What follows belongs to an exercise in optimizing a design on an open flow for small area, a short achievable clock period and few clock cycles per item; a production flow would make more cautious choices.
The RTL was checked by simulation tests, not by an equivalence proof against the original design.
Power and IR drop assume default switching activity.

// mlp_top
module mlp_top (
    input  wire        clk,
    input  wire        reset_n,
    input  wire        ser_data,
    input  wire        data_ready,
    input  wire [1:0]  mode,
    output wire [18:0] w_addr,
    output wire        w_we,
    output wire [7:0]  w_wdata,
    input  wire [7:0]  w_rdata,
    output wire [9:0]  n_addr,
    output wire        n_we,
    output wire [7:0]  n_wdata,
    input  wire [7:0]  n_rdata,
    output wire [9:0]  b_addr,
    output wire        b_we,
    output wire [7:0]  b_wdata,
    input  wire [7:0]  b_rdata,
    output wire [9:0]  p1_addr,
    output wire        p1_we,
    output wire [7:0]  p1_wdata,
    input  wire [7:0]  p1_rdata,
    output wire [9:0]  p2_addr,
    output wire        p2_we,
    output wire [7:0]  p2_wdata,
    input  wire [7:0]  p2_rdata,
    output wire [3:0]  result_data,
    output wire        result_valid,
    output wire [7:0]  result_score
);
    wire [7:0] sr;
    wire       sr_valid;
    wire       sr_last;
    wire       sr_ld;
    wire [7:0] sr_ld_data;
    deserializer u_des (
        .clk(clk),
        .reset_n(reset_n),
        .ser_in(ser_data),
        .data_ready(data_ready),
        .ld(sr_ld),
        .ld_data(sr_ld_data),
        .data_out(sr),
        .last_bit(sr_last),
        .valid(sr_valid)
    );
  ...
export LEC_CHECK = 0
export CAP_MARGIN = 20
export CORE_MARGIN = 2
export CORE_UTILIZATION = 50
export SETUP_SLACK_MARGIN = 4.4
export SLEW_MARGIN = 20
create_clock -name core_clock -period 7.0 [get_ports {clk}]
standard.sh (not shown) runs the stock make flow with config.mk's settings and CLKGATE_MAP_FILE= SYNTH_SCRIPT=/design/flow/synth_recipe.tcl, a recipe that flattens the netlist after the stock synthesis.
==> flow/flow/run.sh <==
#!/bin/bash
# The standard layout (standard.sh) with two changes:
# - buffer_ports puts buf_1 on every input and output port, in place of the
#   cell it would pick by itself; timing repair still resizes it where
#   timing needs;
# - clock tree synthesis builds the tree from a clkbuf_16 root and clkbuf_8
#   buffers, without dummy loads.
# The make run's full output goes to standard.log; ORFS keeps each step's
# own log under orfs/logs/.
set -euo pipefail
export BUFFER_PORTS_ARGS="-buffer_cell sky130_fd_sc_hd__buf_1"
export CTS_ARGS="-sink_clustering_enable -repair_clock_nets -dont_use_dummy_load -root_buf sky130_fd_sc_hd__clkbuf_16 -buf_list sky130_fd_sc_hd__clkbuf_8"
bash standard.sh > standard.log 2>&1
Testbench counts at the start, summed over its fixed seeds: cycles 2,307,584, images 8.
Next try:
--- a/flow/config.mk
+++ b/flow/config.mk
@@ -8,5 +8,5 @@
 export CAP_MARGIN = 20
 export CORE_MARGIN = 2
-export CORE_UTILIZATION = 50
+export CORE_UTILIZATION = 40
 export SETUP_SLACK_MARGIN = 4.4
 export SLEW_MARGIN = 20
The changed run finished with timing, DRC and antenna clean.
Die area rose by a quarter to a third.
Maximum frequency stays flat.
Setup slack stays flat.
Hold slack improves by 0.0050 ns.
Synthesized area does not change.
Combinational power barely changes.
Wire length fell by a few percent.
Power fell slightly.
Next try:
==> flow/flow/run.sh (replaced) <==
#!/bin/bash
# The standard layout (standard.sh), with buf_1 as the buffer that
# buffer_ports puts on every input and output port, in place of the cell it
# would pick by itself; timing repair still resizes it where timing needs.
# The make run's full output goes to standard.log; ORFS keeps each step's
# own log under orfs/logs/.
set -euo pipefail
export BUFFER_PORTS_ARGS="-buffer_cell sky130_fd_sc_hd__buf_1"
bash standard.sh > standard.log 2>&1
What happened:
- worst hold slack is about the same
- clock skew falls by 0.032 ns
- final area rises by 3.6%
- area after synthesis stays the same
- sequential share of layout area falls by 1.1 points
- worst setup slack improved by 0.016 ns
- sequential power is about the same
- register-to-register slack improved by 0.02 ns
- die area is unchanged
- power rises by 15%
Next try:
==> flow/flow/run.sh (replaced) <==
#!/bin/bash
# The standard layout (standard.sh) with two changes:
# - buffer_ports puts buf_1 on every input and output port, in place of the
#   cell it would pick by itself; timing repair still resizes it where
#   timing needs;
# - clock tree synthesis builds the tree from a clkbuf_16 root and clkbuf_8
#   buffers, without dummy loads.
# The make run's full output goes to standard.log; ORFS keeps each step's
# own log under orfs/logs/.
set -euo pipefail
export BUFFER_PORTS_ARGS="-buffer_cell sky130_fd_sc_hd__buf_1"
export CTS_ARGS="-sink_clustering_enable -repair_clock_nets -dont_use_dummy_load -root_buf sky130_fd_sc_hd__clkbuf_16 -buf_list sky130_fd_sc_hd__clkbuf_8"
bash standard.sh > standard.log 2>&1
--- a/flow/config.mk
+++ b/flow/config.mk
@@ -9,4 +9,4 @@
 export CORE_MARGIN = 2
 export CORE_UTILIZATION = 40
-export SETUP_SLACK_MARGIN = 4.4
+export SETUP_SLACK_MARGIN = 4.55
 export SLEW_MARGIN = 20
Outcome: The changed run passed the timing, DRC and antenna checks. Core utilization came out higher by 0.20 points. Synthesized cell count is unchanged. Setup slack got worse by 0.018 ns. Power came out lower by 9.7%. Area after synthesis does not change. Clock power falls by 49%. Final area rose by 0.44%. Wire length is higher by 4.2%. Die area is unchanged. Global-route usage goes up by 0.38 points. Clock skew is higher by 0.027 ns.

Setup of try-nickel:
mlp_top, a different RTL version from the one above (not shown whole).
Size: about 130 flip-flops, ~160 I/O pins, ~8200 µm² of cells after synthesis.
==> flow/config.mk <==
export PLATFORM = sky130hd
export DESIGN_NAME = mlp_top
export DESIGN_NICKNAME = mlp_top
export VERILOG_FILES = /design/flow/design.v
export SDC_FILE = /design/flow/constraint.sdc
export NUM_CORES = 4
export LEC_CHECK = 0
export CAP_MARGIN = 20
export CORE_MARGIN = 2
export CORE_UTILIZATION = 40
export SETUP_SLACK_MARGIN = 4.3
export SLEW_MARGIN = 20
export TNS_END_PERCENT = 10
==> flow/constraint.sdc <==
create_clock -name core_clock -period 7.0 [get_ports {clk}]
set_input_delay 1.4000 -clock core_clock [delete_from_list [all_inputs] [get_ports {clk}]]
set_output_delay 1.4000 -clock core_clock [all_outputs]
set_load 0.01 [all_outputs]
==> flow/flow/run.sh <==
#!/bin/bash
# The standard layout (standard.sh) with two changes:
# - buffer_ports puts buf_1 on every input and output port, in place of the
#   cell it would pick by itself; timing repair still resizes it where
#   timing needs;
# - clock tree synthesis builds the tree from a clkbuf_16 root and clkbuf_8
#   buffers, without dummy loads.
# The make run's full output goes to standard.log; ORFS keeps each step's
# own log under orfs/logs/.
set -euo pipefail
export BUFFER_PORTS_ARGS="-buffer_cell sky130_fd_sc_hd__buf_1"
export CTS_ARGS="-sink_clustering_enable -repair_clock_nets -dont_use_dummy_load -root_buf sky130_fd_sc_hd__clkbuf_16 -buf_list sky130_fd_sc_hd__clkbuf_8"
bash standard.sh > standard.log 2>&1
try-nickel reached the end of the flow, and the finished layout is clean on the timing, DRC and antenna checks.
Testbench counts of try-nickel, summed over its fixed seeds: cycles 2,307,584, images 8.
## Diff of input files: try-umber against try-nickel
Settings: clearing TNS_END_PERCENT, which used to be 10; putting GPL_TIMING_DRIVEN at 1 where nothing was set.
--- outcome ---
Between try-nickel and try-umber, the starting density of the core does not differ in any meaningful way. Per the comparison of try-umber with try-nickel, routed wire length saw an increase; relative area of non-clock buffer cells in the final design saw an increase. try-umber vs. try-nickel: design area went up by 0.36%, synthesis-to-layout area growth went up by 0.38 points, wire length per cell went up by 1.1%.
For try-xenon, these inputs were changed with respect to try-umber:
Settings: changing SETUP_SLACK_MARGIN from 4.3 to 4.2; removing GPL_TIMING_DRIVEN (formerly 1).
## What came out
- try-xenon vs. try-umber: fill cell total of the finished layout picked up an extra 23; tightest slew margin relative to the limit moved up; total die area closely matched the old numbers; routability congestion estimate from global placement has increased.
- Total power of try-xenon is higher than that of try-umber.
- Re fraction of area in multi-input gates: try-umber and try-xenon aren't equal, and the lower value belongs to try-xenon.
- The core occupancy in the finished layout of try-umber and that of try-xenon are within noise of each other.
- Compared try-umber against try-xenon; ratio of routed vias to standard cells within noise.
- On met1 usage in global routing: between try-umber and try-xenon, it ends up lower for try-umber.
- Wire length of the first global-routing pass in try-xenon vs try-umber: down about 1.4%
Relative to try-xenon, the following input files were edited for try-sierra:
Settings: PLACE_DENSITY: unset -> 0.75; SETUP_SLACK_MARGIN: 4.2 -> 4.3.
try-sierra consumes more power than try-xenon does. [compare] base=try-xenon new=try-sierra: switching share of total power barely changed, wire length of the first global-routing pass climbed 450 µm.

mlp_top again, from the RTL that the note above started with.
Settings: LEC_CHECK=0, CAP_MARGIN=20, CORE_MARGIN=2, CORE_UTILIZATION=40, SETUP_SLACK_MARGIN=4.4, SLEW_MARGIN=20, TNS_END_PERCENT=10; clock period 7.0 ns.
Scripts as last shown in full above: flow/flow/run.sh
Testbench counts at the start, summed over its fixed seeds: cycles 2,307,584, images 8.
Edit:
--- a/flow/config.mk
+++ b/flow/config.mk
@@ -9,5 +9,4 @@
 export CORE_MARGIN = 2
 export CORE_UTILIZATION = 40
-export SETUP_SLACK_MARGIN = 4.4
+export SETUP_SLACK_MARGIN = 4.3
 export SLEW_MARGIN = 20
-export TNS_END_PERCENT = 10
After rerunning: The new run finished clean. Worst hold slack is better by 0.015 ns. Cell count is about the same. Critical path depth climbs by 2. Synthesized cell count stays the same. Count of clock-buffer cells in the layout stays the same. Worst setup slack improves by 0.0049 ns. Clock skew came out higher by 0.0036 ns.

## re-timing with driven ports
Ports are ideal in the flow. The routed layouts listed here were re-timed in OpenROAD. Step 1 assumes that a clkbuf_16 drives the clock port and a buf_2 every other input. Step 2 moves the port delays by t, midway between the first and last clock arrival at a register: inputs arrive t later, outputs are due t later. That takes back most of the time a late clock gives input paths. Three values: ideal, step 1, step 2; two values: the first two.
| run | t, ns | setup slack, ns | hold slack, ns | latest minus earliest clock arrival (ns) | pins driven straight from the clock port |
|---|---|---|---|---|---|
| the first run of note 1 | 0.389 | 4.322 / 4.322 / 4.322 | 0.323 / 0.323 / 0.323 | 0.035 / 0.034 | 1 |
| the second run of note 1 | 0.409 | 4.321 / 4.321 / 4.321 | 0.328 / 0.328 / 0.328 | 0.045 / 0.044 | 1 |
| the third run of note 1 | 0.464 | 4.337 / 4.337 / 4.337 | 0.326 / 0.326 / 0.326 | 0.013 / 0.013 | 1 |
| the fourth run of note 1 | 0.402 | 4.320 / 4.320 / 4.320 | 0.324 / 0.324 / 0.324 | 0.039 / 0.040 | 1 |
| try-nickel | 0.399 | 4.271 / 4.271 / 4.271 | 0.329 / 0.329 / 0.329 | 0.028 / 0.028 | 1 |
| try-umber | 0.399 | 4.298 / 4.298 / 4.298 | 0.329 / 0.329 / 0.329 | 0.028 / 0.027 | 1 |
| try-xenon | 0.403 | 4.243 / 4.243 / 4.243 | 0.325 / 0.325 / 0.325 | 0.024 / 0.025 | 1 |
| try-sierra | 0.402 | 4.265 / 4.265 / 4.265 | 0.325 / 0.325 / 0.325 | 0.047 / 0.048 | 1 |
| the first run of note 3 | 0.407 | 4.293 / 4.293 / 4.293 | 0.314 / 0.314 / 0.314 | 0.031 / 0.031 | 1 |
| the second run of note 3 | 0.399 | 4.298 / 4.298 / 4.298 | 0.329 / 0.329 / 0.329 | 0.028 / 0.027 | 1 |
After both steps setup and hold are still met in every run listed.
